What follows belongs to an exercise in optimizing a design on an open flow for small area and few clock cycles per item; a production flow would make more cautious choices. Where RTL was checked, it was by simulation tests only, not by an equivalence proof against the original.

## tundra
==> flow/design.v (excerpt) <==
module keccak(clk, reset, in, in_ready, is_last, byte_num, buffer_full, out, out_ready);
Settings: LEC_CHECK=0, CAP_MARGIN=30, CORE_MARGIN=2, CORE_UTILIZATION=22, PLACE_DENSITY=0.45, SETUP_SLACK_MARGIN=0.3, SLEW_MARGIN=30; clock period 5.0 ns.
standard.sh (not shown) runs the stock make flow with config.mk's settings and CLKGATE_MAP_FILE= SYNTH_SCRIPT=/design/flow/synth_recipe.tcl, a recipe that flattens the netlist after the stock synthesis.
==> flow/flow/run.sh <==
#!/bin/bash
# Layout flow: the standard ORFS flow, except that
#  - ABC maps the logic for area (map -a) instead of the speed script;
#    registers are mapped before ABC runs, so they are the standard
#    synthesis's, with the same names and cells;
#  - clock tree: larger sink clusters and no dummy loads;
#  - global routing may end with a little congestion, left to the detailed
#    router, after fewer congestion iterations.
set -euo pipefail
W=$PWD
rm -rf scripts_mod
mkdir -p scripts_mod
cp -r "$FLOW_HOME"/scripts/. scripts_mod/
cp flow/abc_area.script scripts_mod/abc_area.script
make -C "$FLOW_HOME" DESIGN_CONFIG="$W/config.mk" WORK_HOME="$W/orfs" CLKGATE_MAP_FILE= \
  SYNTH_SCRIPT="$W/synth_recipe.tcl" SCRIPTS_DIR="$W/scripts_mod" ABC_AREA=1 synth > synth.log 2>&1
export CTS_ARGS="-sink_clustering_enable -repair_clock_nets -sink_clustering_size 25 -sink_clustering_max_diameter 100 -dont_use_dummy_load"
export GLOBAL_ROUTE_ARGS="-congestion_iterations 10 -congestion_report_iter_step 5 -verbose -allow_congestion"
export DONT_USE_CELLS="sky130_fd_sc_hd__xor2_4 sky130_fd_sc_hd__xnor2_4"
bash standard.sh > standard.log 2>&1
==> flow/flow/abc_area.script <==
strash
dch
map -a
topo
Status(tundra) = ERROR, stage = global routing (5_1_grt)
Testbench counts of tundra, summed over its fixed seeds: cycles 13,126, items 1,600.
Modified inputs, fjord compared to tundra
Settings: PLACE_DENSITY: 0.45 -> 0.42.
diff --git a/flow/flow/run.sh b/flow/flow/run.sh
--- a/flow/flow/run.sh
+++ b/flow/flow/run.sh
@@ -6,4 +6,5 @@
 #  - clock tree: larger sink clusters and no dummy loads;
-#  - global routing may end with a little congestion, left to the detailed
-#    router, after fewer congestion iterations.
+#  - a fanout limit for the resizer (flow/maxfanout.tcl), so that it splits
+#    the large control nets into local trees;
+#  - the global router holds back more routing capacity (flow/fastroute.tcl).
 set -euo pipefail
@@ -17,4 +18,7 @@
 export CTS_ARGS="-sink_clustering_enable -repair_clock_nets -sink_clustering_size 25 -sink_clustering_max_diameter 100 -dont_use_dummy_load"
-export GLOBAL_ROUTE_ARGS="-congestion_iterations 10 -congestion_report_iter_step 5 -verbose -allow_congestion"
-export DONT_USE_CELLS="sky130_fd_sc_hd__xor2_4 sky130_fd_sc_hd__xnor2_4"
+export FLOW_MAX_FANOUT=24
+for step in FLOORPLAN GLOBAL_PLACE RESIZE CTS GLOBAL_ROUTE; do
+  export PRE_${step}_TCL="$W/flow/maxfanout.tcl"
+done
+export FASTROUTE_TCL="$W/flow/fastroute.tcl"
 bash standard.sh > standard.log 2>&1
==> flow/flow/fastroute.tcl (new file) <==
# As the platform's fastroute.tcl, but the global router holds back more
# routing capacity (0.3 instead of 0.2), to leave the detailed router room.
set_global_routing_layer_adjustment $::env(MIN_ROUTING_LAYER)-$::env(MAX_ROUTING_LAYER) 0.3

set_routing_layers -clock $::env(MIN_CLK_ROUTING_LAYER)-$::env(MAX_ROUTING_LAYER)
set_routing_layers -signal $::env(MIN_ROUTING_LAYER)-$::env(MAX_ROUTING_LAYER)
==> flow/flow/maxfanout.tcl (new file) <==
# Limit the fanout of every net, so that the resizer splits the large
# control nets (block load select, buffer lane enables) into local trees.
set_max_fanout $::env(FLOW_MAX_FANOUT) [current_design]
--- outcome ---
FAIL fjord @ global routing (5_1_grt): tool exited with error. | worst setup timing slack at the placement stage | lower: fjord |. fjord vs. tundra: weighted congestion reported at the end of routability-driven placement increased 0.13; effective utilization at floorplan held steady; number of instances in the synthesized netlist comparable; post-detailed-placement half-perimeter wirelength shows an increase of about 2.3%; die height stayed essentially flat. Relative to tundra, placed cell count increased by 2.0% in fjord. Reported for tundra and fjord, post-CTS setup-driven buffer insertion count turned out identical to the last digit. fjord ended with less CTS buffer count than tundra. Comparing fjord against tundra, there is no change at all in post-synthesis share of cell area spent on full adders, half adders and majority gates. Diff fjord..tundra | number of buffers inserted by hold repair at cts | unchanged.


== v33 ==
The RTL this note starts from:
==> flow/design.v <==
module padder1(in, byte_num, out);
    input      [63:0] in;
    input      [2:0]  byte_num;
    output     [63:0] out;
    genvar j;
    generate
      for (j = 0; j < 8; j = j + 1) begin : B
        assign out[8*j+7:8*j] = (j < byte_num) ? in[8*j+7:8*j] :
                                (j == byte_num) ? 8'h01 : 8'h00;
      end
    endgenerate
endmodule
module padder(clk, reset, in, in_ready, is_last, byte_num, buffer_full, out, out_ready, f_ack);
    input              clk, reset;
    input      [63:0]  in;
    input              in_ready, is_last;
    input      [2:0]   byte_num;
    output             buffer_full;
    output     [575:0] out;          
    output             out_ready;    
    input              f_ack;        
    reg        [63:0]  lane [0:8];
    reg        [8:0]   wp;           
    reg        [8:0]   vmask;        
    reg                full;
    wire       [63:0]  w, wpad, wd;
    wire               accept;
    assign buffer_full = full & ~f_ack;
    assign out_ready   = full;
    assign accept      = in_ready & ~buffer_full;
    genvar j;
    generate
      for (j = 0; j < 8; j = j + 1) begin : SW
        assign w[8*j+7:8*j] = in[63-8*j:56-8*j];
      end
    endgenerate
    padder1 p0 (w, byte_num, wpad);
    assign wd = is_last ? wpad : w;
    always @ (posedge clk)
      if (reset) begin
        wp    <= 9'b1;
        full  <= 1'b0;
        vmask <= 9'b0;
      end else begin
        if (f_ack)
          full <= 1'b0;
        if (accept) begin
          if (is_last) begin
            wp    <= 9'b1;
            full  <= 1'b1;
            vmask <= {wp[8], |wp[8:7], |wp[8:6], |wp[8:5], |wp[8:4],
                      |wp[8:3], |wp[8:2], |wp[8:1], 1'b1};
          end else
            wp <= {wp[7:0], 1'b0};
        end
      end
    generate
      for (j = 0; j < 9; j = j + 1) begin : L
        always @ (posedge clk)
          if (accept & wp[j])
            lane[j] <= wd;
        if (j == 8)
          assign out[64*j+63:64*j] = (lane[j] & {64{vmask[j]}}) | 64'h8000000000000000;
        else
          assign out[64*j+63:64*j] = lane[j] & {64{vmask[j]}};
      end
    endgenerate
endmodule
module rconst2in1(i, rc);
    input      [4:0]  i;
    output reg [6:0]  rc;
    always @ (*)
      case (i)
        5'd0:  rc = 7'b0000001;
        5'd1:  rc = 7'b0011010;
        5'd2:  rc = 7'b1011110;
        5'd3:  rc = 7'b1110000;
        5'd4:  rc = 7'b0011111;
        5'd5:  rc = 7'b0100001;
        5'd6:  rc = 7'b1111001;
        5'd7:  rc = 7'b1010101;
        5'd8:  rc = 7'b0001110;
        5'd9:  rc = 7'b0001100;
        5'd10: rc = 7'b0110101;
        5'd11: rc = 7'b0100110;
        5'd12: rc = 7'b0111111;
        5'd13: rc = 7'b1001111;
        5'd14: rc = 7'b1011101;
        5'd15: rc = 7'b1010011;
        5'd16: rc = 7'b1010010;
        5'd17: rc = 7'b1001000;
        5'd18: rc = 7'b0010110;
        5'd19: rc = 7'b1100110;
        5'd20: rc = 7'b1111001;
        5'd21: rc = 7'b1011000;
        5'd22: rc = 7'b0100001;
        5'd23: rc = 7'b1110100;
        default: rc = 7'b0000000;
      endcase
endmodule
module keccak_theta(in, out);
    input  [1599:0] in;
    output [1599:0] out;
    wire [63:0] a [0:24];
    wire [63:0] c [0:4];
    wire [63:0] d [0:4];
    genvar x, y;
    generate
      for (x = 0; x < 25; x = x + 1) begin : A
        assign a[x] = in[64*x+63:64*x];
      end
      for (x = 0; x < 5; x = x + 1) begin : C
        assign c[x] = a[x] ^ a[x+5] ^ a[x+10] ^ a[x+15] ^ a[x+20];
      end
      for (x = 0; x < 5; x = x + 1) begin : D
        assign d[x] = c[(x+4)%5] ^ {c[(x+1)%5][62:0], c[(x+1)%5][63]};
      end
      for (x = 0; x < 5; x = x + 1) begin : RP
        for (y = 0; y < 5; y = y + 1) begin : RPY
          localparam integer N = (x == 0 && y == 0) ? 0 :
                                 (x == 1 && y == 0) ? 1 :
                                 (x == 2 && y == 0) ? 62 :
                                 (x == 3 && y == 0) ? 28 :
                                 (x == 4 && y == 0) ? 27 :
                                 (x == 0 && y == 1) ? 36 :
                                 (x == 1 && y == 1) ? 44 :
                                 (x == 2 && y == 1) ? 6 :
                                 (x == 3 && y == 1) ? 55 :
                                 (x == 4 && y == 1) ? 20 :
                                 (x == 0 && y == 2) ? 3 :
                                 (x == 1 && y == 2) ? 10 :
                                 (x == 2 && y == 2) ? 43 :
                                 (x == 3 && y == 2) ? 25 :
                                 (x == 4 && y == 2) ? 39 :
                                 (x == 0 && y == 3) ? 41 :
                                 (x == 1 && y == 3) ? 45 :
                                 (x == 2 && y == 3) ? 15 :
                                 (x == 3 && y == 3) ? 21 :
                                 (x == 4 && y == 3) ? 8 :
                                 (x == 0 && y == 4) ? 18 :
                                 (x == 1 && y == 4) ? 2 :
                                 (x == 2 && y == 4) ? 61 :
                                 (x == 3 && y == 4) ? 56 : 14;
          localparam integer T = y + 5*((2*x+3*y)%5);
          wire [63:0] t = a[x+5*y] ^ d[x];
          if (N == 0)
            assign out[64*T+63:64*T] = t;
          else
            assign out[64*T+63:64*T] = {t[63-N:0], t[63:64-N]};
        end
      end
    endgenerate
endmodule
module keccak_chi(in, rc, out);
    input  [1599:0] in;
    input  [6:0]    rc;
    output [1599:0] out;
    wire [63:0] rc64 = {rc[6], 31'b0, rc[5], 15'b0, rc[4], 7'b0, rc[3],
                        3'b0, rc[2], 1'b0, rc[1], rc[0]};
    wire [63:0] b [0:24];
    genvar x, y;
    generate
      for (x = 0; x < 25; x = x + 1) begin : B
        assign b[x] = in[64*x+63:64*x];
      end
      for (x = 0; x < 5; x = x + 1) begin : CHI
        for (y = 0; y < 5; y = y + 1) begin : CHIY
          if (x == 0 && y == 0)
            assign out[63:0] = b[0] ^ (~b[1] & b[2]) ^ rc64;
          else
            assign out[64*(x+5*y)+63:64*(x+5*y)] =
              b[x+5*y] ^ (~b[(x+1)%5+5*y] & b[(x+2)%5+5*y]);
        end
      end
    endgenerate
endmodule
module f_permutation(clk, reset, in, in_ready, ack, out, out_ready);
    input              clk, reset;
    input      [575:0] in;
    input              in_ready;
    output             ack;           
    output reg [511:0] out;           
    output reg         out_ready;
    reg        [1599:0] ra, rb;       
    reg                 va, vb;       
    reg         [2:0]   pa, pb;       
    wire                fin = va & (pa == 3'd7);   
    assign ack = in_ready & (~va | fin);
    always @ (posedge clk)
      if (reset) begin
        va        <= 1'b0;
        vb        <= 1'b0;
        out_ready <= 1'b0;
      end else begin
        va        <= vb;
        vb        <= ack | (va & ~fin);
        out_ready <= fin;
      end
    wire        [2:0]   pb_next = ack ? 3'd0 : pa + 3'd1;
    always @ (posedge clk) begin
      pa <= pb;
      pb <= pb_next;
    end
    wire [4:0]    ia  = {pb_next, 1'b0} + pb_next;
    wire [4:0]    ib1 = {pb, 1'b0} + pb + 5'd1;
    wire [4:0]    ib2 = {pb, 1'b0} + pb + 5'd2;
    wire [6:0]    rca_next, rcb1_next, rcb2_next;
    reg  [6:0]    rca, rcb1, rcb2;
    rconst2in1 rca_  (ia,  rca_next);
    rconst2in1 rcb1_ (ib1, rcb1_next);
    rconst2in1 rcb2_ (ib2, rcb2_next);
    always @ (posedge clk) begin
      rca  <= rca_next;
      rcb1 <= rcb1_next;
      rcb2 <= rcb2_next;
    end
    wire [1599:0] a1, a2, a3, b1, b2, b3;
    keccak_theta ta1 (rb, a1);
    keccak_chi   ca2 (a1, rca, a2);
    keccak_theta ta3 (a2, a3);
    keccak_chi   cb1 (ra, rcb1, b1);
    keccak_theta tb2 (b1, b2);
    keccak_chi   cb3 (b2, rcb2, b3);
    always @ (posedge clk) begin
      ra  <= a3;
      rb  <= ack ? {1024'b0, in} : b3;
      out <= b3[511:0];
    end
endmodule
module keccak(clk, reset, in, in_ready, is_last, byte_num, buffer_full, out, out_ready);
    input              clk, reset;
    input      [63:0]  in;
    input              in_ready, is_last;
    input      [2:0]   byte_num;
    output             buffer_full;
    output     [511:0] out;
    output             out_ready;
    wire       [575:0] block;
    wire               block_ready;
    wire               f_ack;
    wire       [511:0] f_out;
    padder
      padder_ (clk, reset, in, in_ready, is_last, byte_num, buffer_full, block, block_ready, f_ack);
    f_permutation
      f_permutation_ (clk, reset, block, block_ready, f_ack, f_out, out_ready);
    genvar j;
    generate
      for (j = 0; j < 64; j = j + 1) begin : O
        assign out[511-8*j:504-8*j] = f_out[64*(j/8)+8*(j%8)+7:64*(j/8)+8*(j%8)];
      end
    endgenerate
endmodule
export LEC_CHECK = 0
export CAP_MARGIN = 10
export CORE_MARGIN = 2
export CORE_UTILIZATION = 35
export CTS_BUF_LIST = sky130_fd_sc_hd__clkbuf_8
export CTS_CLUSTER_SIZE = 20
export PLACE_DENSITY = 0.45
export SLEW_MARGIN = 10
create_clock -name core_clock -period 5.0 [get_ports {clk}]
==> flow/flow/run.sh <==
#!/bin/bash
# Layout flow: the standard ORFS flow, except that ABC maps the logic for
# area (map -a) instead of the speed script. Registers are mapped before ABC
# runs, so they are the standard synthesis's, with the same names and cells.
set -euo pipefail
W=$PWD
rm -rf scripts_mod
mkdir -p scripts_mod
cp -r "$FLOW_HOME"/scripts/. scripts_mod/
cp flow/abc_area.script scripts_mod/abc_area.script
make -C "$FLOW_HOME" DESIGN_CONFIG="$W/config.mk" WORK_HOME="$W/orfs" CLKGATE_MAP_FILE= \
  SYNTH_SCRIPT="$W/synth_recipe.tcl" SCRIPTS_DIR="$W/scripts_mod" ABC_AREA=1 synth > synth.log 2>&1
bash standard.sh > standard.log 2>&1
Scripts as last shown in full above: flow/flow/abc_area.script
Stage in which a tool error killed v33: 5_1_grt.
The following lists how v3 was set up differently from v33:
- CORE_UTILIZATION changed from 35 to 24
- CTS_CLUSTER_SIZE removed (was 20)
- CTS_BUF_LIST removed (was sky130_fd_sc_hd__clkbuf_8)
- PLACE_DENSITY changed from 0.45 to 0.5
Notes after the runs:
Quantity of gates resized following cts: v3 vs v33 down about 10%
v3 vs v33: TritonCTS buffer count down
Number of buffers between clock root and the deepest sink: v3 > v33
Initial cell density of the core for v3: 11 points down relative to v33
v33 -> v3: number of instances in the synthesized netlist delta 0, exact match
v3 never completed; the flow aborted with a tool error in 5_1_grt.
Function was not checked in any run of this note: the RTL went through the layout flow alone.
